This is an optimization exercise on Yosys and OpenROAD, whose aim is small area and a short achievable clock period, not a production implementation.
Only simulation tests tie the RTL to the original design; equivalence was not proved.

==> flow/design.v (outline; a module is shown in full before it is edited, if it fits) <==
// module ADC: 126 lines
// module magnitude: 38 lines
// module frequency: 31 lines
// module hvsync_generator: 57 lines
// module vga: 1806 lines
// module adc_to_vga: 20 lines
module adc_to_vga(clock, reset, ADC_CS_N, ADC_DIN, ADC_SCLK, ADC_DOUT, vga_R, vga_G,
vga_B, vga_clk, vga_blank, vga_sync, vga_h_sync, vga_v_sync, dalgalar, a_sayisi);
  // ...
==> flow/run.sh <==
#!/bin/bash
# synth_recipe.tcl (not shown) runs the flow's synth.tcl, then flattens the netlist and writes it again
# the make line also repeats each setting of config.mk as NAME=value (left out here)
make -C /OpenROAD-flow-scripts/flow DESIGN_CONFIG=/design/flow/config.mk WORK_HOME=/design/flow/orfs CLKGATE_MAP_FILE= SYNTH_SCRIPT=/design/flow/synth_recipe.tcl finish
==> flow/config.mk <==
export PLATFORM = sky130hd
export DESIGN_NAME = adc_to_vga
export DESIGN_NICKNAME = adc_to_vga
export VERILOG_FILES = /design/flow/design.v
export SDC_FILE = /design/flow/constraint.sdc
export NUM_CORES = 4
export LEC_CHECK = 0
export CAP_MARGIN = 20
export CORE_MARGIN = 2
export CORE_UTILIZATION = 40
export SLEW_MARGIN = 20
==> flow/constraint.sdc <==
create_clock -name core_clock -period 120.0 [get_ports {clock}]
set_input_delay 24.0000 -clock core_clock [delete_from_list [all_inputs] [get_ports {clock}]]
set_output_delay 24.0000 -clock core_clock [all_outputs]
set_load 0.01 [all_outputs]
==> flow_metrics.env, run 1 <==
export IMPL_cp_slowest_cell="o41ai_1"
export IMPL_startpoint_type="flip-flop"
export IMPL_status="timing/DRC/antenna clean"
export IMPL_grt_pass1_vias=66100
export IMPL_yosysTopAreaCell="ha_1"
export IMPL_fin_ws_ps=18920
export IMPL_inverters=527
export IMPL_synth_top_area_share_pct=18.5
export IMPL_syn_area_mm2=0.0634
export IMPL_grt_pass1_wl_mm=388
export IMPL_crit_path_end="system_3.freq_out[7]"
export IMPL_place_ws_ps=21330
export IMPL_synthArstFlopShare_pct=0
export IMPL_portBuffers=38
export IMPL_grt_max_degree=57
export IMPL_num_clock_buffers=42
export IMPL_area_growth_pct=5.99
export IMPL_cts_resized=0
export IMPL_setup_viol=0
export IMPL_hp_start="system_4.green[6]"
export IMPL_period_share_pct=84.2
export IMPL_hold_path_class="reg2reg"
export IMPL_path_buf_inv=15
export IMPL_finalHoldViolations=0
export IMPL_drt_iter0_drc=7344
export IMPL_clock_sinks=254
export IMPL_clockBufferDepth=3
export IMPL_ys_seq_elements=254
export IMPL_cp_common_cell="o21ai_0"
export IMPL_die_w_um=402
export IMPL_placeableCoreArea_mm2=0.158
export IMPL_hold_buffers=0
export IMPL_numCtsBuffers=34
export IMPL_fin_util_pct=42.6
export IMPL_cpPeakStageDelay_ps=900
export IMPL_crit_start="system_3.counter[7]"
export IMPL_grtUsageMet3_pct=4.19
==> module ADC, before the edit <==
module ADC	#(parameter CODING = 1'b1, parameter RANGE = 1'b0) 
	(clock, reset, ADC_CS_N, ADC_DIN, ADC_SCLK, ADC_DOUT,serial_parallel_data); 
	input clock, reset;
	reg [11:0] data;         
	output reg ADC_CS_N;          
	output reg ADC_DIN;           
	output reg ADC_SCLK;          
	input ADC_DOUT;               
	integer temp;
	output reg [11:0] serial_parallel_data;
	parameter QUIET0 = 3'b000, QUIET1 = 3'b001, QUIET2 = 3'b010;
	parameter CYCLE0 = 3'b100, CYCLE1 = 3'b101, CYCLE2 = 3'b110, CYCLE3 = 3'b111;
	reg [2:0] state;    
	reg [2:0] addr;     
	reg [3:0] count;    
	reg [14:0] buffer;  
	integer counter_clk;
	reg clk;
	wire [3:0] count_incr;  
	reg ctrl;               
	assign count_incr = count + 1'b1;
	always @(*)
		case (count)
			4'b0000:  
				ctrl = 1'b1;
			4'b0001:  
				ctrl = 1'b0;
			4'b0010:  
				ctrl = 1'b0;
			4'b0011:  
				ctrl = 0;  
			4'b0100:  
				ctrl = 0;  
			4'b0101:  
				ctrl = 0;  
			4'b0110:  
				ctrl = 1'b1;
			4'b0111:  
				ctrl = 1'b1;
			4'b1000:  
				ctrl = 1'b0;
			4'b1001:  
				ctrl = 1'b0;
			4'b1010:  
				ctrl = RANGE;
			4'b1011:  
				ctrl = CODING;
			default:  
				ctrl = 1'b0;
		endcase
	always @(posedge clock) begin
		if(reset) begin
			counter_clk <= 'd0;
		end else if(counter_clk == 'd4) begin
			counter_clk <= 'd0;
		end else begin
			counter_clk <= counter_clk + 1;
		end
	end
	always @(*) clk = (counter_clk == 'd4);
	always @(posedge clock)
		if (reset)
			begin
				ADC_CS_N <= 1'b1;
				ADC_DIN <= 1'b0;
				ADC_SCLK <= 1'b1;
				state <= QUIET0;
				addr <= 3'b0;
				count <= 4'b0;
				buffer <= 15'b0;
				data <= 12'b0;
				serial_parallel_data <= 12'b0;
			end
		else if (clk)
			begin
				case (state)
					QUIET0:  
						begin
							state <= QUIET1;
							data <= buffer[11:0];
							serial_parallel_data <= data[11:0];
						end
					QUIET1:
						begin
							state <= QUIET2;
						end
					QUIET2:  
						begin
							state <= CYCLE0;
							ADC_CS_N <= 1'b0;
							ADC_DIN <= ctrl;
							count <= count_incr;
						end
					CYCLE0:  
						begin
							state <= CYCLE1;
							ADC_SCLK <= 1'b0;
						end
					CYCLE1:
						begin
							state <= CYCLE2;
						end
					CYCLE2:  
						begin
							state <= CYCLE3;
							ADC_SCLK <= 1'b1;
						end
					CYCLE3:  
						begin
							if (count == 4'b1111)  
								begin
									state <= QUIET0;
									ADC_CS_N <= 1'b1;
									addr <= addr + 1'b1;
								end
							else
								begin
									state <= CYCLE0;
								end
							ADC_DIN <= ctrl;
							buffer <= {buffer[13:0], ADC_DOUT};
							count <= count_incr;
						end
				endcase
			end
endmodule
==> module magnitude, before the edit <==
module magnitude(voltage,clk,reset,amp,dc_offset);
input [11:0] voltage; 
input clk;
input reset;
output reg [11:0] amp;
integer counter;
output reg [13:0] dc_offset;
reg [11:0] max;
reg [11:0] min;
always @(posedge clk)
begin
	if(reset)
	begin
		amp <= 12'b0; 
		max <= 12'b0;
		min <= 12'b111111111111;
		dc_offset <= 14'b0;
		counter <= 'd0;
	end
	else
	begin
	if(max<voltage) max<=voltage;
	else max<=max;
	if(min>voltage) min<=voltage;
	else min<=min;
	amp<=(max-min);
	dc_offset<=(max+min)/2;
	counter<=counter+1;
	if(counter==999999)
	begin
		amp <= 12'b0; 
		max <= 12'b0;
		min <= 12'b111111111111;
		counter <= 'd0;
	end
	end
end
endmodule
==> module frequency, before the edit <==
module frequency(clk,reset,data,freq_out,mean);
	input clk;
	input reset;
	input [13:0] mean;
	input [11:0] data;
	output reg [31:0] freq_out;
	reg [1:0] mode;
	integer counter;
	localparam integer freq_const = 'd50000000;   
	always @(posedge clk) begin
		if(reset) begin
			counter <= 'd0;
			mode <= 2'b00;
			freq_out <= 32'b0;
		end else if(data < mean && mode == 2'b00) begin
			counter <= counter + 'd1;
		end else if(data > mean && mode == 2'b00) begin
			freq_out <=  freq_const / counter;
			counter <= 'd1;
			mode <= 2'b11;
		end else if(data > mean && mode == 2'b11) begin
			counter <= counter + 'd1; 
			mode <= 2'b01;
		end else if(data > mean && mode == 2'b01) begin
			counter <= counter + 'd1;
		end else if(data < mean && mode == 2'b01) begin
			counter <= counter + 'd1;
			mode <= 2'b00;
		end
	end	
endmodule
==> module hvsync_generator, before the edit <==
module hvsync_generator(
    input clk,
    input reset,
    input ce,
    output vga_h_sync,
    output vga_v_sync,
    output reg inDisplayArea,
    output reg [9:0] CounterX,
    output reg [8:0] CounterY
  );
    reg vga_HS, vga_VS;
    wire CounterXmaxed = (CounterX == 800);  
    wire CounterYmaxed = (CounterY == 525);  
    always @(posedge clk)
    if (reset)
      CounterX <= 0;
    else if (ce)
    begin
    if (CounterXmaxed)
      CounterX <= 0;
    else
      CounterX <= CounterX + 1;
    end
    always @(posedge clk)
    if (reset)
      CounterY <= 0;
    else if (ce)
    begin
      if (CounterXmaxed)
      begin
        if(CounterYmaxed)
          CounterY <= 0;
        else
          CounterY <= CounterY + 1;
      end
    end
    always @(posedge clk)
    if (reset)
    begin
      vga_HS <= 1'b0;
      vga_VS <= 1'b0;
    end
    else if (ce)
    begin
      vga_HS <= (CounterX > (640 + 16) && (CounterX < (640 + 16 + 96)));    
      vga_VS <= (CounterY > (480 + 10) && (CounterY < (480 + 10 + 2)));    
    end
    always @(posedge clk)
    if (reset)
      inDisplayArea <= 1'b0;
    else if (ce)
    begin
        inDisplayArea <= (CounterX < 640) && (CounterY < 480);
    end
    assign vga_h_sync = ~vga_HS;
    assign vga_v_sync = ~vga_VS;
endmodule
==> module adc_to_vga, before the edit <==
module adc_to_vga(clock, reset, ADC_CS_N, ADC_DIN, ADC_SCLK, ADC_DOUT, vga_R, vga_G,
vga_B, vga_clk, vga_blank, vga_sync, vga_h_sync, vga_v_sync, dalgalar, a_sayisi);
	output [7:0] vga_R, vga_G, vga_B; 
	output wire vga_clk, vga_blank, vga_sync, vga_h_sync, vga_v_sync;
	input clock, reset;
	input [1:0] a_sayisi, dalgalar;
	output wire ADC_CS_N;          
	output wire  ADC_DIN;           
	output wire ADC_SCLK;          
	input ADC_DOUT;               
	wire [11:0] serial_parallel_data;
	wire [11:0] signal_amp;
	wire  [13:0] signal_offset;
	wire  [31:0] signal_frequency;
ADC system_1(.clock(clock), .reset(reset), .ADC_CS_N(ADC_CS_N), .ADC_DIN(ADC_DIN), .ADC_SCLK(ADC_SCLK), .ADC_DOUT(ADC_DOUT), .serial_parallel_data(serial_parallel_data));
magnitude system_2(.voltage(serial_parallel_data), .clk(clock), .reset(reset), .dc_offset(signal_offset), .amp(signal_amp));
frequency system_3(.clk(clock), .reset(reset), .data(serial_parallel_data), .freq_out(signal_frequency), .mean(signal_offset));
vga system_4(.vpp(signal_amp), .offset(signal_offset), .freq(signal_frequency),.clk(clock), .reset(reset), .vga_h_sync(vga_h_sync), .vga_v_sync(vga_v_sync), 
.vga_R(vga_R), .vga_G(vga_G), .vga_B(vga_B), .vga_clk(vga_clk), .vga_blank(vga_blank), .vga_sync(vga_sync), .dalgalar(dalgalar), .a_sayisi(a_sayisi));
endmodule 
==> run 2, diff against run 1 <==
==> flow/design.v (replaced) <==
module ADC(clock, reset, ADC_CS_N, ADC_DIN, ADC_SCLK, ADC_DOUT, serial_parallel_data, data, spdf_load);
	input clock, reset;
	output reg ADC_CS_N;
	output reg ADC_DIN;
	output reg ADC_SCLK;
	input ADC_DOUT;
	output reg [11:0] serial_parallel_data;
	output reg [11:0] data;
	output wire spdf_load;
	localparam QUIET0 = 3'b000, QUIET1 = 3'b001, QUIET2 = 3'b010;
	localparam CYCLE0 = 3'b100, CYCLE1 = 3'b101, CYCLE2 = 3'b110, CYCLE3 = 3'b111;
	reg [2:0] state;
	reg [3:0] count;
	reg [11:0] buffer;
	reg [2:0] cc;
	wire en = (cc == 3'd4);
	wire ctrl = (count == 4'd0) | (count == 4'd6) | (count == 4'd7) | (count == 4'd11);
	wire [3:0] cnt_inc = {count[3] ^ (&count[2:0]), count[2] ^ (&count[1:0]), count[1] ^ count[0], ~count[0]};
	assign spdf_load = (state == CYCLE3) & (count == 4'd14) & (cc == 3'd1);
	always @(posedge clock)
		if (reset | en) cc <= 3'd0;
		else cc <= {cc[1] & cc[0] ^ cc[2], cc[1] ^ cc[0], ~cc[0]};
	always @(posedge clock)
		if (reset) begin
			ADC_CS_N <= 1'b1;
			ADC_DIN <= 1'b0;
			ADC_SCLK <= 1'b1;
			state <= QUIET0;
			count <= 4'b0;
			buffer <= 12'b0;
			data <= 12'b0;
			serial_parallel_data <= 12'b0;
		end else if (en) begin
			case (state)
				QUIET0: begin
					state <= QUIET1;
					data <= buffer;
					serial_parallel_data <= data;
				end
				QUIET1: state <= QUIET2;
				QUIET2: begin
					state <= CYCLE0;
					ADC_CS_N <= 1'b0;
					ADC_DIN <= ctrl;
					count <= cnt_inc;
				end
				CYCLE0: begin
					state <= CYCLE1;
					ADC_SCLK <= 1'b0;
				end
				CYCLE1: state <= CYCLE2;
				CYCLE2: begin
					state <= CYCLE3;
					ADC_SCLK <= 1'b1;
				end
				default: begin  
					if (count == 4'b1111) begin
						state <= QUIET0;
						ADC_CS_N <= 1'b1;
					end else
						state <= CYCLE0;
					ADC_DIN <= ctrl;
					buffer <= {buffer[10:0], ADC_DOUT};
					count <= cnt_inc;
				end
			endcase
		end
endmodule
module magnitude(voltage, clk, reset, win_f, amp, dc_offset);
	input [11:0] voltage;
	input clk;
	input reset;
	input [19:0] win_f;
	output reg [11:0] amp;
	output reg [11:0] dc_offset;
	function lt12(input [11:0] a, input [11:0] b);    
		integer i;
		begin
			lt12 = 1'b0;
			for (i = 0; i < 12; i = i + 1)
				lt12 = (~a[i] & b[i]) | ((~a[i] | b[i]) & lt12);
		end
	endfunction
	function [12:0] add12(input [11:0] a, input [11:0] b, input cin);
		integer i;
		reg c;
		begin
			c = cin;
			for (i = 0; i < 12; i = i + 1) begin
				add12[i] = a[i] ^ b[i] ^ c;
				c = (a[i] & b[i]) | (c & (a[i] ^ b[i]));
			end
			add12[12] = c;
		end
	endfunction
	reg [11:0] max;
	reg [11:0] min;
	wire win = (win_f == 20'd27);
	wire [12:0] sum = add12(max, min, 1'b0);
	wire [12:0] dif = add12(max, ~min, 1'b1);
	always @(posedge clk)
		if (reset) begin
			amp <= 12'b0;
			max <= 12'b0;
			min <= 12'hfff;
			dc_offset <= 12'b0;
		end else begin
			dc_offset <= sum[12:1];
			if (win) begin
				amp <= 12'b0;
				max <= 12'b0;
				min <= 12'hfff;
			end else begin
				amp <= dif[11:0];
				if (lt12(max, voltage)) max <= voltage;
				if (lt12(voltage, min)) min <= voltage;
			end
		end
endmodule
module frequency(clk, reset, data, mean, next_data, spdf_load, win_f, freq_bcd);
	input clk;
	input reset;
	input [11:0] data;        
	input [11:0] mean;        
	input [11:0] next_data;   
	input spdf_load;          
	output reg [19:0] win_f;
	output reg [14:0] freq_bcd;
	localparam [25:0] NCONST = 26'd50000000;
	function lt12(input [11:0] a, input [11:0] b);    
		integer i;
		begin
			lt12 = 1'b0;
			for (i = 0; i < 12; i = i + 1)
				lt12 = (~a[i] & b[i]) | ((~a[i] | b[i]) & lt12);
		end
	endfunction
	function [12:0] add12(input [11:0] a, input [11:0] b);
		integer i;
		reg c;
		begin
			c = 1'b0;
			for (i = 0; i < 12; i = i + 1) begin
				add12[i] = a[i] ^ b[i] ^ c;
				c = (a[i] & b[i]) | (c & (a[i] ^ b[i]));
			end
			add12[12] = c;
		end
	endfunction
	function [31:0] inc32(input [31:0] a);
		integer i;
		reg c;
		begin
			c = 1'b1;
			for (i = 0; i < 32; i = i + 1) begin
				inc32[i] = a[i] ^ c;
				c = c & a[i];
			end
		end
	endfunction
	reg [1:0] mode;
	reg [4:0] csat;           
	wire lt = lt12(data, mean);
	wire gt = lt12(mean, data);
	wire m00 = (mode == 2'b00), m11 = (mode == 2'b11), m01 = (mode == 2'b01);
	wire xing = gt & m00;
	wire inc = (lt & (m00 | m01)) | (gt & (m11 | m01));
	reg [11:0] spd_f, max_f, min_f, dc_f;
	reg [1:0] mode_f;
	reg [31:0] cnt_f;
	wire [12:0] sum_f = add12(max_f, min_f);
	wire lt_f = lt12(spd_f, dc_f);
	wire gt_f = lt12(dc_f, spd_f);
	wire m00_f = (mode_f == 2'b00), m11_f = (mode_f == 2'b11), m01_f = (mode_f == 2'b01);
	wire xing_f = gt_f & m00_f;
	wire inc_f = (lt_f & (m00_f | m01_f)) | (gt_f & (m11_f | m01_f));
	reg [4:0] step;
	reg [4:0] cnt_s;
	wire busy = (step != 5'd27);
	wire big_f = ~busy & (cnt_f[31] | (|cnt_f[30:5]) | (cnt_f[4:0] > 5'd27));
	wire start = xing_f & big_f;
	wire [31:0] cnt_s_inc = inc32({27'd0, cnt_s});
	wire [4:0] cnt_s_nx = xing_f ? 5'd1 : inc_f ? cnt_s_inc[4:0] : cnt_s;
	always @(posedge clk)
		if (reset) begin
			spd_f <= 12'd0;
			max_f <= 12'd0;
			min_f <= 12'd0;
			dc_f <= 12'd0;
			mode_f <= 2'b00;
			cnt_f <= 32'd1;
			win_f <= 20'd28;
		end else begin
			if (spdf_load) spd_f <= next_data;
			dc_f <= sum_f[12:1];
			if (win_f == 20'd999999) begin
				win_f <= 20'd0;
				max_f <= 12'd0;
				min_f <= 12'hfff;
			end else begin
				win_f <= inc32({12'd0, win_f});
				if (lt12(max_f, spd_f)) max_f <= spd_f;
				if (lt12(spd_f, min_f)) min_f <= spd_f;
			end
			if (busy) begin
				if (step == 5'd26) cnt_f <= {27'd0, cnt_s_nx};
			end else if (xing_f) begin
				if (~start) cnt_f <= 32'd1;
			end else if (inc_f)
				cnt_f <= inc32(cnt_f);
			if (xing_f)
				mode_f <= 2'b11;
			else begin
				if (gt_f & m11_f) mode_f <= 2'b01;
				if (lt_f & m01_f) mode_f <= 2'b00;
			end
		end
	always @(posedge clk)
		cnt_s <= cnt_s_nx;
	wire neg = cnt_f[31];
	wire cin = ~neg;
	wire [25:0] dx = neg ? cnt_f[25:0] : ~cnt_f[25:0];
	wire inr = (cnt_f[31:26] == 6'd0) | (cnt_f[31:26] == 6'h3f);
	reg [25:0] rem;
	reg [14:0] bcd;
	wire nbit = NCONST[5'd25 - step];
	wire [26:0] r2 = {rem, nbit};
	reg [27:0] diff;
	reg dc_;
	integer di;
	always @(*) begin
		dc_ = cin;
		for (di = 0; di < 26; di = di + 1) begin
			diff[di] = r2[di] ^ dx[di] ^ dc_;
			dc_ = (r2[di] & dx[di]) | (dc_ & (r2[di] ^ dx[di]));
		end
		diff[26] = ~(r2[26] ^ dc_);
		diff[27] = ~(r2[26] | dc_);
	end
	wire ge = inr & ~diff[27];
	wire qb = ge ^ neg;
	function [3:0] adj(input [3:0] d);
		adj = (d >= 4'd5) ? d + 4'd3 : d;
	endfunction
	wire [3:0] au = adj(bcd[3:0]), at = adj(bcd[7:4]), ah = adj(bcd[11:8]);
	wire [14:0] dd = {bcd[13:12], ah[3], ah[2:0], at[3], at[2:0], au[3], au[2:0], qb};
	wire u9 = (bcd[3:0] == 4'd9), t9 = (bcd[7:4] == 4'd9), h9 = (bcd[11:8] == 4'd9);
	wire wrap = (bcd == 15'h4095);
	wire [3:0] ui = u9 ? 4'd0 : bcd[3:0] + 4'd1;
	wire [3:0] ti = u9 ? (t9 ? 4'd0 : bcd[7:4] + 4'd1) : bcd[7:4];
	wire [3:0] hi = (u9 & t9) ? (h9 ? 4'd0 : bcd[11:8] + 4'd1) : bcd[11:8];
	wire [2:0] thi = (u9 & t9 & h9) ? bcd[14:12] + 3'd1 : bcd[14:12];
	wire [14:0] binc = wrap ? 15'd0 : {thi, hi, ti, ui};
	always @(posedge clk)
		if (reset)
			step <= 5'd27;
		else if (start) begin
			rem <= 26'd0;
			step <= 5'd0;
			bcd <= 15'd0;
		end else if (step < 5'd26) begin
			step <= inc32({27'd0, step});
			if (ge) rem <= diff[25:0];
			else rem <= r2[25:0];
			if (step >= 5'd14) bcd <= dd;
		end else if (step == 5'd26) begin
			step <= 5'd27;
			if (neg) bcd <= binc;
		end
	reg [14:0] rom;
	always @(*)
		case (csat)
			5'd1: rom = 15'h0128;  
			5'd2: rom = 15'h2112;  
			5'd3: rom = 15'h0042;  
			5'd4: rom = 15'h3104;  
			5'd5: rom = 15'h1664;  
			5'd6: rom = 15'h2069;  
			5'd7: rom = 15'h3529;  
			5'd8: rom = 15'h3600;  
			5'd9: rom = 15'h1379;  
			5'd10: rom = 15'h2880;  
			5'd11: rom = 15'h2990;  
			5'd12: rom = 15'h1034;  
			5'd13: rom = 15'h0009;  
			5'd14: rom = 15'h3812;  
			5'd15: rom = 15'h3285;  
			5'd16: rom = 15'h3848;  
			5'd17: rom = 15'h0248;  
			5'd18: rom = 15'h0689;  
			5'd19: rom = 15'h1946;  
			5'd20: rom = 15'h1440;  
			5'd21: rom = 15'h1176;  
			5'd22: rom = 15'h3543;  
			5'd23: rom = 15'h3033;  
			5'd24: rom = 15'h2565;  
			5'd25: rom = 15'h1152;  
			5'd26: rom = 15'h2052;  
			5'd27: rom = 15'h0459;  
			default: rom = 15'h0000;
		endcase
	always @(posedge clk)
		if (reset) begin
			mode <= 2'b00;
			csat <= 5'd0;
			freq_bcd <= 15'd0;
		end else if (xing) begin
			freq_bcd <= (csat > 5'd27) ? bcd : rom;
			csat <= 5'd1;
			mode <= 2'b11;
		end else begin
			if (inc & (csat != 5'd31)) csat <= inc32({27'd0, csat});
			if (gt & m11) mode <= 2'b01;
			if (lt & m01) mode <= 2'b00;
		end
endmodule
module hvsync_generator(
    input clk,
    input reset,
    input ce,
    output reg vga_h_sync,
    output reg vga_v_sync,
    output reg vga_blank,
    output reg inDisplayArea,
    output reg [9:0] CounterX,
    output reg [8:0] CounterY
  );
    reg [9:0] xinc;
    reg [8:0] yinc;
    reg cx, cy;
    integer i;
    always @(*) begin
      cx = 1'b1;
      for (i = 0; i < 10; i = i + 1) begin xinc[i] = CounterX[i] ^ cx; cx = cx & CounterX[i]; end
      cy = 1'b1;
      for (i = 0; i < 9; i = i + 1) begin yinc[i] = CounterY[i] ^ cy; cy = cy & CounterY[i]; end
    end
    wire CounterXmaxed = (CounterX == 10'd800);
    wire hs_n = ~((CounterX > 10'd656) && (CounterX < 10'd752));
    wire vs_n = ~(CounterY == 9'd491);
    always @(posedge clk)
    if (reset) begin
      CounterX <= 10'd0;
      CounterY <= 9'd0;
      vga_h_sync <= 1'b1;
      vga_v_sync <= 1'b1;
      vga_blank <= 1'b1;
      inDisplayArea <= 1'b0;
    end else if (ce) begin
      CounterX <= CounterXmaxed ? 10'd0 : xinc;
      if (CounterXmaxed) CounterY <= yinc;
      vga_h_sync <= hs_n;
      vga_v_sync <= vs_n;
      vga_blank <= hs_n & vs_n;
      inDisplayArea <= (CounterX < 10'd640) && (CounterY < 9'd480);
    end
endmodule
module vga(vpp, offset, freq_bcd, clk, reset, vga_h_sync, vga_v_sync, vga_R, vga_G, vga_B, vga_clk, vga_blank, vga_sync, dalgalar, a_sayisi);
input clk;
input reset;
input [11:0] vpp, offset;
input [14:0] freq_bcd;
input [1:0] dalgalar;
input [1:0] a_sayisi;
output vga_h_sync, vga_v_sync, vga_clk, vga_blank, vga_sync;
output [7:0] vga_R, vga_G, vga_B;
wire inDisplayArea;
wire [9:0] CounterX;
wire [8:0] CounterY;
reg clk_25;
reg [1:0] dal_r, a_r;     
reg r_out, g_out, b_out;
wire pix_ce = ~clk_25;
always @(posedge clk)
	if (reset) clk_25 <= 1'b0;
	else clk_25 <= ~clk_25;
hvsync_generator hvsync(.clk(clk), .reset(reset), .ce(pix_ce), .vga_h_sync(vga_h_sync), .vga_v_sync(vga_v_sync),
	.vga_blank(vga_blank), .inDisplayArea(inDisplayArea), .CounterX(CounterX), .CounterY(CounterY));
localparam D = 1;
wire x_tick = (CounterX == 10'd41 + D) || (CounterX == 10'd80 + D) || (CounterX == 10'd120 + D) || (CounterX == 10'd160 + D) ||
	(CounterX == 10'd200 + D) || (CounterX == 10'd240 + D) || (CounterX == 10'd280 + D) || (CounterX == 10'd320 + D) ||
	(CounterX == 10'd360 + D) || (CounterX == 10'd400 + D) || (CounterX == 10'd440 + D) || (CounterX == 10'd480 + D) ||
	(CounterX == 10'd520 + D) || (CounterX == 10'd560 + D) || (CounterX == 10'd600 + D);
wire y_tick = (CounterY == 9'd41) || (CounterY == 9'd80) || (CounterY == 9'd120) || (CounterY == 9'd160) ||
	(CounterY == 9'd200) || (CounterY == 9'd240) || (CounterY == 9'd280) || (CounterY == 9'd320) ||
	(CounterY == 9'd360) || (CounterY == 9'd400) || (CounterY == 9'd439);
reg frame_m;
always @(*)
	if (CounterY > 9'd41 && CounterY < 9'd50) frame_m = x_tick;
	else if (CounterX > 10'd42 + D && CounterX < 10'd52 + D) frame_m = y_tick;
	else if (CounterX == 10'd41 + D || CounterX == 10'd600 + D) frame_m = (CounterY > 9'd40 && CounterY < 9'd440);
	else if (CounterY == 9'd41 || CounterY == 9'd439) frame_m = (CounterX > 10'd51 + D && CounterX < 10'd601 + D);
	else frame_m = 1'b0;
wire sq = ((CounterX == 10'd80 + D || CounterX == 10'd240 + D || CounterX == 10'd400 + D || CounterX == 10'd560 + D) &&
		CounterY > 9'd121 && CounterY < 9'd279) ||
	(CounterY == 9'd121 && ((CounterX > 10'd80 + D && CounterX < 10'd240 + D) || (CounterX > 10'd400 + D && CounterX < 10'd560 + D))) ||
	(CounterY == 9'd279 && ((CounterX > 10'd52 + D && CounterX < 10'd80 + D) || (CounterX > 10'd240 + D && CounterX < 10'd400 + D) ||
		(CounterX > 10'd560 + D && CounterX < 10'd590 + D)));
reg [10:0] xpy;
reg [9:0] xmy;
reg ca, cs;
integer i;
always @(*) begin
	ca = 1'b0; cs = 1'b1;
	for (i = 0; i < 10; i = i + 1) begin
		xpy[i] = CounterX[i] ^ (i < 9 ? CounterY[i] : 1'b0) ^ ca;
		ca = (CounterX[i] & (i < 9 ? CounterY[i] : 1'b0)) | (ca & (CounterX[i] ^ (i < 9 ? CounterY[i] : 1'b0)));
		xmy[i] = CounterX[i] ^ ~(i < 9 ? CounterY[i] : 1'b0) ^ cs;
		cs = (CounterX[i] & ~(i < 9 ? CounterY[i] : 1'b0)) | (cs & (CounterX[i] ^ ~(i < 9 ? CounterY[i] : 1'b0)));
	end
	xpy[10] = ca;
end
wire ytri = CounterY > 9'd119 && CounterY < 9'd281;
wire tri_ = ytri && ((CounterX > 10'd59 + D && CounterX < 10'd221 + D && xpy == 11'd340 + D) ||
	(CounterX > 10'd220 + D && CounterX < 10'd381 + D && xmy == 10'd100 + D) ||
	(CounterX > 10'd380 + D && CounterX < 10'd541 + D && xpy == 11'd660 + D));
wire [5:0] k0, k1, k2, k3;
wire in0, in1, in2, in3, fp0, fp1, fp2, fp3;
sine_track #(.A(0))  st0(.clk(clk), .reset(reset), .ce(pix_ce), .X(CounterX), .p(k0), .fp(fp0), .inb(in0));
sine_track #(.A(1))  st1(.clk(clk), .reset(reset), .ce(pix_ce), .X(CounterX), .p(k1), .fp(fp1), .inb(in1));
sine_track #(.A(-1)) st2(.clk(clk), .reset(reset), .ce(pix_ce), .X(CounterX), .p(k2), .fp(fp2), .inb(in2));
sine_track #(.A(2))  st3(.clk(clk), .reset(reset), .ce(pix_ce), .X(CounterX), .p(k3), .fp(fp3), .inb(in3));
wire [5:0] ps = (a_r == 2'd0) ? k0 : (a_r == 2'd1) ? k1 : (a_r == 2'd2) ? k2 : k3;
wire fp_s = (a_r == 2'd0) ? fp0 : (a_r == 2'd1) ? fp1 : (a_r == 2'd2) ? fp2 : fp3;
wire ins = (a_r == 2'd0) ? in0 : (a_r == 2'd1) ? in1 : (a_r == 2'd2) ? in2 : in3;
reg [8:0] yb, yb2;       
always @(*)
	case (ps)
		6'd0: yb = 9'd176;
		6'd1: yb = 9'd188;
		6'd2: yb = 9'd202;
		6'd3: yb = 9'd216;
		6'd4: yb = 9'd232;
		6'd5: yb = 9'd244;
		6'd6: yb = 9'd258;
		6'd7: yb = 9'd270;
		6'd8: yb = 9'd281;
		6'd9: yb = 9'd290;
		6'd10: yb = 9'd297;
		6'd11: yb = 9'd301;
		6'd12: yb = 9'd303;
		6'd13: yb = 9'd303;
		6'd14: yb = 9'd302;
		6'd15: yb = 9'd299;
		6'd16: yb = 9'd294;
		6'd17: yb = 9'd286;
		6'd18: yb = 9'd276;
		6'd19: yb = 9'd264;
		6'd20: yb = 9'd251;
		6'd21: yb = 9'd239;
		6'd22: yb = 9'd223;
		6'd23: yb = 9'd209;
		6'd24: yb = 9'd195;
		6'd25: yb = 9'd182;
		6'd26: yb = 9'd171;
		6'd27: yb = 9'd161;
		6'd28: yb = 9'd153;
		6'd29: yb = 9'd147;
		6'd30: yb = 9'd144;
		6'd31: yb = 9'd143;
		6'd32: yb = 9'd145;
		6'd33: yb = 9'd150;
		6'd34: yb = 9'd156;
		6'd35: yb = 9'd166;
		default: yb = 9'd0;
	endcase
always @(*)
	if (1'b0) yb2 = yb;
	else if (fp_s && ps == 6'd1) yb2 = 9'd189;
	else if (fp_s && ps == 6'd4) yb2 = 9'd231;
	else if (fp_s && ps == 6'd5) yb2 = 9'd245;
	else yb2 = yb;
reg [8:0] yd;
reg cy;
integer n;
always @(*) begin
	cy = 1'b1;
	for (n = 0; n < 9; n = n + 1) begin
		yd[n] = CounterY[n] ^ ~yb2[n] ^ cy;
		cy = (CounterY[n] & ~yb2[n]) | (cy & (CounterY[n] ^ ~yb2[n]));
	end
end
wire sine = ins & (yd[8:2] == 7'd0) & (yd[1:0] != 2'd3);
wire wave = (dal_r == 2'b10) ? sq : (dal_r == 2'b01) ? tri_ : (dal_r == 2'b11) ? sine : 1'b0;
wire mag = ~wave & frame_m;
wire sel_vpp = CounterX < 10'd200;
wire [11:0] vsel = sel_vpp ? vpp : offset;
reg [15:0] v9;
reg [16:0] v25;
reg c9, c25;
integer j;
always @(*) begin
	c9 = 1'b0;
	for (j = 0; j < 15; j = j + 1) begin
		v9[j] = (j < 12 ? vsel[j] : 1'b0) ^ (j >= 3 ? vsel[j-3] : 1'b0) ^ c9;
		c9 = ((j < 12 ? vsel[j] : 1'b0) & (j >= 3 ? vsel[j-3] : 1'b0)) | (c9 & ((j < 12 ? vsel[j] : 1'b0) ^ (j >= 3 ? vsel[j-3] : 1'b0)));
	end
	v9[15] = c9;
	c25 = 1'b0;
	for (j = 0; j < 17; j = j + 1) begin
		v25[j] = (j < 16 ? v9[j] : 1'b0) ^ (j >= 4 && j < 16 ? vsel[j-4] : 1'b0) ^ c25;
		c25 = ((j < 16 ? v9[j] : 1'b0) & (j >= 4 && j < 16 ? vsel[j-4] : 1'b0)) | (c25 & ((j < 16 ? v9[j] : 1'b0) ^ (j >= 4 && j < 16 ? vsel[j-4] : 1'b0)));
	end
end
wire [5:0] vr = v25[16:11];
reg [3:0] vt, vu;
always @(*)
	case (vr)
		6'd0: {vt, vu} = 8'h00;
		6'd1: {vt, vu} = 8'h01;
		6'd2: {vt, vu} = 8'h02;
		6'd3: {vt, vu} = 8'h03;
		6'd4: {vt, vu} = 8'h04;
		6'd5: {vt, vu} = 8'h05;
		6'd6: {vt, vu} = 8'h06;
		6'd7: {vt, vu} = 8'h07;
		6'd8: {vt, vu} = 8'h08;
		6'd9: {vt, vu} = 8'h09;
		6'd10: {vt, vu} = 8'h10;
		6'd11: {vt, vu} = 8'h11;
		6'd12: {vt, vu} = 8'h12;
		6'd13: {vt, vu} = 8'h13;
		6'd14: {vt, vu} = 8'h14;
		6'd15: {vt, vu} = 8'h15;
		6'd16: {vt, vu} = 8'h16;
		6'd17: {vt, vu} = 8'h17;
		6'd18: {vt, vu} = 8'h18;
		6'd19: {vt, vu} = 8'h19;
		6'd20: {vt, vu} = 8'h20;
		6'd21: {vt, vu} = 8'h21;
		6'd22: {vt, vu} = 8'h22;
		6'd23: {vt, vu} = 8'h23;
		6'd24: {vt, vu} = 8'h24;
		6'd25: {vt, vu} = 8'h25;
		6'd26: {vt, vu} = 8'h26;
		6'd27: {vt, vu} = 8'h27;
		6'd28: {vt, vu} = 8'h28;
		6'd29: {vt, vu} = 8'h29;
		6'd30: {vt, vu} = 8'h30;
		6'd31: {vt, vu} = 8'h31;
		6'd32: {vt, vu} = 8'h32;
		6'd33: {vt, vu} = 8'h33;
		6'd34: {vt, vu} = 8'h34;
		6'd35: {vt, vu} = 8'h35;
		6'd36: {vt, vu} = 8'h36;
		6'd37: {vt, vu} = 8'h37;
		6'd38: {vt, vu} = 8'h38;
		6'd39: {vt, vu} = 8'h39;
		6'd40: {vt, vu} = 8'h40;
		6'd41: {vt, vu} = 8'h41;
		6'd42: {vt, vu} = 8'h42;
		6'd43: {vt, vu} = 8'h43;
		6'd44: {vt, vu} = 8'h44;
		6'd45: {vt, vu} = 8'h45;
		6'd46: {vt, vu} = 8'h46;
		6'd47: {vt, vu} = 8'h47;
		6'd48: {vt, vu} = 8'h48;
		6'd49: {vt, vu} = 8'h49;
		default: {vt, vu} = 8'h00;
	endcase
reg [3:0] dig;
always @(*)
	if (CounterX <= 10'd95) dig = vt;
	else if (CounterX <= 10'd110) dig = vu;
	else if (CounterX < 10'd200) dig = 4'd0;
	else if (CounterX <= 10'd263) dig = vt;
	else if (CounterX <= 10'd280) dig = vu;
	else if (CounterX <= 10'd411) dig = 4'd0;
	else if (CounterX <= 10'd426) dig = {1'b0, freq_bcd[14:12]};
	else if (CounterX <= 10'd442) dig = freq_bcd[11:8];
	else if (CounterX <= 10'd457) dig = freq_bcd[7:4];
	else dig = freq_bcd[3:0];
wire posF = CounterX >= 10'd264 && CounterX <= 10'd280;
wire posM = CounterX >= 10'd412 && CounterX <= 10'd426;
wire isL = CounterX == 10'd79 || CounterX == 10'd98 || CounterX == 10'd158 || CounterX == 10'd177 || CounterX == 10'd247 ||
	CounterX == 10'd268 || CounterX == 10'd399 || CounterX == 10'd413 || CounterX == 10'd428 || CounterX == 10'd444 ||
	CounterX == 10'd458;
wire isR = CounterX == 10'd90 || CounterX == 10'd108 || CounterX == 10'd168 || CounterX == 10'd187 || CounterX == 10'd257 ||
	CounterX == 10'd278 || CounterX == 10'd410 || CounterX == 10'd425 || CounterX == 10'd440 || CounterX == 10'd456 ||
	CounterX == 10'd470;
wire isH = (CounterX >= 10'd80 && CounterX <= 10'd90) || (CounterX >= 10'd99 && CounterX <= 10'd107) ||
	(CounterX >= 10'd159 && CounterX <= 10'd167) || (CounterX >= 10'd178 && CounterX <= 10'd186) ||
	(CounterX >= 10'd248 && CounterX <= 10'd256) || (CounterX >= 10'd269 && CounterX <= 10'd277) ||
	(CounterX >= 10'd399 && CounterX <= 10'd410) || (CounterX >= 10'd414 && CounterX <= 10'd424) ||
	(CounterX >= 10'd429 && CounterX <= 10'd439) || (CounterX >= 10'd445 && CounterX <= 10'd455) ||
	(CounterX >= 10'd459 && CounterX <= 10'd469);
wire isD = (CounterX >= 10'd94 && CounterX <= 10'd95) || (CounterX >= 10'd171 && CounterX <= 10'd172) ||
	(CounterX >= 10'd261 && CounterX <= 10'd262);
reg [7:1] seg;
always @(*)
	case (dig)
		4'd0: seg = 7'b0111111;
		4'd1: seg = 7'b0000110;
		4'd2: seg = 7'b1011011;
		4'd3: seg = 7'b1001111;
		4'd4: seg = 7'b1100110;
		4'd5: seg = 7'b1101101;
		4'd6: seg = 7'b1111101;
		4'd7: seg = 7'b0000111;
		4'd8: seg = 7'b1111111;
		default: seg = 7'b1101111;
	endcase
wire f3 = posF && dig == 4'd3, m4 = posM && dig == 4'd4;
wire s1 = seg[1], s2 = seg[2], s3 = seg[3], s4 = seg[4] & ~f3, s5 = seg[5] | m4, s6 = (seg[6] & ~m4) | f3, s7 = seg[7];
wire yu = CounterY >= 9'd450 && CounterY <= 9'd459;
wire yl = CounterY >= 9'd460 && CounterY <= 9'd470;
wire digit = (CounterY == 9'd450 && isH && s1) || (isR && yu && s2) || (isR && yl && s3) ||
	(CounterY == 9'd470 && isH && s4) || (isL && yl && s5) || (isL && yu && s6) ||
	(CounterY == 9'd460 && isH && s7) || (isD && (CounterY == 9'd469 || CounterY == 9'd470));
always @(posedge clk)
	if (reset) begin
		dal_r <= 2'b00;
		a_r <= 2'b00;
		r_out <= 1'b0;
		g_out <= 1'b0;
		b_out <= 1'b0;
	end else if (pix_ce) begin
		dal_r <= dalgalar;
		a_r <= a_sayisi;
		if (inDisplayArea) begin
			r_out <= digit | mag;
			g_out <= wave;
			b_out <= mag;
		end else begin
			r_out <= 1'b0;
			g_out <= 1'b0;
			b_out <= 1'b0;
		end
	end
assign vga_R = {8{r_out}};
assign vga_G = {8{g_out}};
assign vga_B = {8{b_out}};
assign vga_sync = vga_blank;
assign vga_clk = clk_25;
endmodule
module sine_track #(parameter integer A = 0) (input clk, input reset, input ce, input [9:0] X, output reg [5:0] p, output fp, output inb);
	reg [3:0] t;
	reg [1:0] per;
	reg on;
	assign fp = (per == 2'd0);
	wire [3:0] last = (fp && p < 6'd6) ? 4 + A : (fp && p < 6'd12) ? 5 + A : (fp && p == 6'd12) ? 5 + 2 * A : 5 + A;
	wire [3:0] wid = (fp && p == 6'd12) ? 2 + A : 2;
	assign inb = on & (t < wid);
	wire [5:0] pinc = {p[5] ^ (&p[4:0]), p[4] ^ (&p[3:0]), p[3] ^ (&p[2:0]), p[2] ^ (&p[1:0]), p[1] ^ p[0], ~p[0]};
	wire [3:0] tinc = {t[3] ^ (&t[2:0]), t[2] ^ (&t[1:0]), t[1] ^ t[0], ~t[0]};
	always @(posedge clk)
		if (reset) on <= 1'b0;
		else if (ce) begin
			if (X == 10'd104) begin
				on <= 1'b1;
				p <= 6'd0;
				per <= 2'd0;
				t <= 4'd0;
			end else if (on) begin
				if (t == last) begin
					t <= 4'd0;
					if (per == 2'd2 && p == 6'd11) on <= 1'b0;
					if (fp && p == 6'd13) p <= 6'd15;
					else if (p == 6'd35) begin
						p <= 6'd0;
						per <= {per[0], ~per[0]};
					end else
						p <= pinc;
				end else
					t <= tinc;
			end
		end
endmodule
module adc_to_vga(clock, reset, ADC_CS_N, ADC_DIN, ADC_SCLK, ADC_DOUT, vga_R, vga_G,
vga_B, vga_clk, vga_blank, vga_sync, vga_h_sync, vga_v_sync, dalgalar, a_sayisi);
	output [7:0] vga_R, vga_G, vga_B;
	output wire vga_clk, vga_blank, vga_sync, vga_h_sync, vga_v_sync;
	input clock, reset;
	input [1:0] a_sayisi, dalgalar;
	output wire ADC_CS_N;          
	output wire ADC_DIN;           
	output wire ADC_SCLK;          
	input ADC_DOUT;                
	wire [11:0] serial_parallel_data;
	wire [11:0] next_data;
	wire spdf_load;
	wire [11:0] signal_amp;
	wire [11:0] signal_offset;
	wire [19:0] win_f;
	wire [14:0] freq_bcd;
ADC system_1(.clock(clock), .reset(reset), .ADC_CS_N(ADC_CS_N), .ADC_DIN(ADC_DIN), .ADC_SCLK(ADC_SCLK), .ADC_DOUT(ADC_DOUT),
	.serial_parallel_data(serial_parallel_data), .data(next_data), .spdf_load(spdf_load));
magnitude system_2(.voltage(serial_parallel_data), .clk(clock), .reset(reset), .win_f(win_f), .dc_offset(signal_offset), .amp(signal_amp));
frequency system_3(.clk(clock), .reset(reset), .data(serial_parallel_data), .mean(signal_offset), .next_data(next_data),
	.spdf_load(spdf_load), .win_f(win_f), .freq_bcd(freq_bcd));
vga system_4(.vpp(signal_amp), .offset(signal_offset), .freq_bcd(freq_bcd), .clk(clock), .reset(reset), .vga_h_sync(vga_h_sync), .vga_v_sync(vga_v_sync),
.vga_R(vga_R), .vga_G(vga_G), .vga_B(vga_B), .vga_clk(vga_clk), .vga_blank(vga_blank), .vga_sync(vga_sync), .dalgalar(dalgalar), .a_sayisi(a_sayisi));
endmodule
==> run 2 against run 1 <==
Hold slack got worse by 20 ps. Design area fell by 60%. Via count decreased by 71%. Largest cell class unchanged. Critical endpoint is now vga_R[3]. Still clean on timing, DRC and antenna. Synthesized cell count shrank 69%. Clock skew is 36 ps lower.
==> flow_metrics.env, run 2 <==
export IMPL_status="timing/DRC/antenna clean"
export IMPL_path_cells="clkdlybuf4s50_1"
export IMPL_rows=91
export IMPL_rsz0062_at_grt="no"
export IMPL_place_ws_ps=93850
export IMPL_drive_gt1_share_pct=5.44
export IMPL_critPathKind="reg2out"
export IMPL_cts_resized=0
export IMPL_critPathTopFamily="buffers and inverters"
export IMPL_hold_buffers=0
export IMPL_max_freq_mhz=38.8
export IMPL_ys_flop_type="dfxtp_1"
export IMPL_placed_cells=3539
export IMPL_regMostFlops="system_3.cnt_f"
export IMPL_cpPeakStageDelay_ps=620
export IMPL_ys_seq_elements=355
export IMPL_start_util_pct=40.3
export IMPL_grt_overflow_total=0
export IMPL_path_buf_inv=1
export IMPL_final_cells=3620
export IMPL_finalHoldWorstSlack_ps=426
export IMPL_fin_ws_ps=94250
export IMPL_finClkSkew_ps=15.3
export IMPL_layout_commonest_cell="dfxtp_1"
export IMPL_cts_clk_slew_worst_paths_ps=60
export IMPL_final_net_count=3067
export IMPL_gp_congestion=0.918
export IMPL_htreeDepth=2
export IMPL_grt_max_degree=82
export IMPL_largest_reg_flops=32
export IMPL_portBuffers=38
export IMPL_synth_cells=2871
export IMPL_clock_latency_ps=580
export IMPL_yosysTopAreaCell="dfxtp_1"
export IMPL_ys_warn_count=9
export IMPL_postRouteAntennaNets=0
export IMPL_timing_final_max_slew_violations=0
export IMPL_period_share_pct=21.5
export IMPL_ios=39
export IMPL_most_common_layout_cells="265 x dfxtp_1, 260 x nor2_1, 240 x nand2_1, 223 x a21oi_1, 195 x inv_1"
export IMPL_hp_start="system_3.win_f[0]"
export IMPL_synth_top_area_share_pct=21.5
export IMPL_crit_path_end_kind="output port"
export IMPL_ys_top_cells_by_area="dfxtp_1 22%, edfxtp_1 11%, ha_1 8.8%"
export IMPL_die_area_mm2=0.0638
export IMPL_cts_setup_buffers=0
export IMPL_grt_usage_pct=19.4
export IMPL_numCtsBuffers=44
export IMPL_cp_slowest_cell="clkdlybuf4s50_1"
export IMPL_num_vias=20800
export IMPL_ys_types=94
export IMPL_setup_viol=0
export IMPL_die_w_um=253
export IMPL_r2r_start="system_3.step[1]"
export IMPL_antenna_found_initial=0
export IMPL_fp_dieH_um=253
export IMPL_grt_pass1_vias=20500
export IMPL_layout_min_cycle_time_ps=25750
export IMPL_area_growth_pct=9.36
export IMPL_reg_largest_list="system_3.cnt_f x32, system_3.rem x26, system_3.win_f x20"
export IMPL_synth_most_common_cell="dfxtp_1"
export IMPL_synth_top_cells_by_count="266 x dfxtp_1, 261 x nor2_1, 240 x nand2_1, 226 x a21oi_1, 195 x inv_1"
export IMPL_clockBufferDepth=3
export IMPL_clock_sinks=355
export IMPL_worst_endpoint_required_ps=96000
export IMPL_cp_arrival_ps=1750
export IMPL_antenna_diode_count=0
export IMPL_hold_path_class="reg2reg"
export IMPL_grt_pass1_wl_mm=103
export IMPL_cts_tree="built"
export IMPL_route_detailed_drc=0
export IMPL_cts_root_buffer="clkbuf_16"
export IMPL_synth_edf_count=89
export IMPL_first_pass_iters=8
export IMPL_fin_util_pct=44.1
export IMPL_hpwl_mm=43.8
export IMPL_finalWirelength_mm=62.6
export IMPL_placeableCoreArea_mm2=0.0614
export IMPL_tightest_slew_ps=1010
export IMPL_finalHoldViolations=0
export IMPL_drt_iter0_drc=1609
export IMPL_cp_max_fo=10
export IMPL_ys_seq_area_share_pct=32.3
export IMPL_vias_per_cell=5.74
export IMPL_syn_area_mm2=0.0247
export IMPL_startpoint_type="flip-flop"
export IMPL_post_drt_wl_per_cell_um=17.3
export IMPL_cap_violations=0
export IMPL_crit_start="system_4.r_out"
export IMPL_max_slew_margin_pct=32.6
export IMPL_synthArstFlopShare_pct=0
export IMPL_fin_tns_setup_ps=0
export IMPL_syn_avg_cell_area_um2=8.61
run 2: changes by cell type in the layout (fill, tap and decap cells not counted), sizes merged, moves of 202 or more:
cell,before,now
nor3,286,59
o21ai,657,140
ha,939,173
nor2,1061,262
xnor2,314,32
a21o,213,11
a21oi,706,226
nand2,890,240
inv,527,201
run 2: metal layers:
metal	GRT usage [%]	share of wire [%]	vias to the layer above
met5	0	0	-
met4	6.07	2.3	0
met3	2.39	5.1	103
met2	33.3	47	603
met1	25.5	45	9954
li1	-	-	10100
run 2: area by class of cell:
cell class                      instances  area [um^2]
Tap cell                              790          988
Inverter                              202          758
Sequential cell                       355         8000
Clock buffer                           61         1270
Clock inverter                         20          190
Timing Repair Buffer                   72          633
Multi-Input combinational cell       2120        15200
Fill cell                            5980        34300
run 2: cells by family (layout without fill, tap and decap cells):
family          count (synthesis)  after routing  synth area share, %
simple gates                  976            976                 19.4
compound gates                712            712                 18.7
buf+inv                       396            355                 6.52
flops                         355            355                 32.3
fa+ha+maj                     270            270                 16.4
mux                            91             91                 4.10
xor+xnor                       71             71                 2.51
run 2: path summary, 6_finish.rpt:
path	endpoint	slack, ps	cells past startpoint
worst max-delay path	vga_R[3]	94250	1
worst min-delay path	system_3.win_f[0]	430	1
worst max register to register	system_3.bcd[0]	106390	39
worst min register to register	system_3.win_f[0]	430	1
run 2: per-stage QoR:
step	cell area [um^2]
finish	27000
detailed placement	25600
global placement	25600
CTS	27000
floorplan	24700
global route	27000

## port drivers added, routing unchanged
The flow's constraints put no driver on any port. The routed layouts listed below were extracted and timed again, unchanged, in two steps.
Step 1: set_driving_cell puts a clkbuf_16 on clock and a buf_2 on each other input, an assumption about the parent block.
Step 2 moves the port delays by t, midway between the first and last clock arrival at a register: inputs arrive t later, outputs are due t later. That takes back most of the time a late clock gives input paths.
a / b / c = no drivers / after step 1 / after step 2; a / b = the first two.
run	t (ns)	setup WS [ns]	hold WS [ns]	worst data-port slew with drivers (ns)	pins driven straight from the clock port
run 1	0.627	18.924 / 18.924 / 18.924	0.447 / 0.447 / 0.447	0.03	1
run 2	0.629	94.247 / 94.187 / 93.817	0.426 / 0.426 / 0.426	0.04	1
After both steps every run listed still meets setup and hold. For run 2, which loses most, drivers alone change the setup slack by -0.060 ns; drivers and shift together by -0.430 ns.
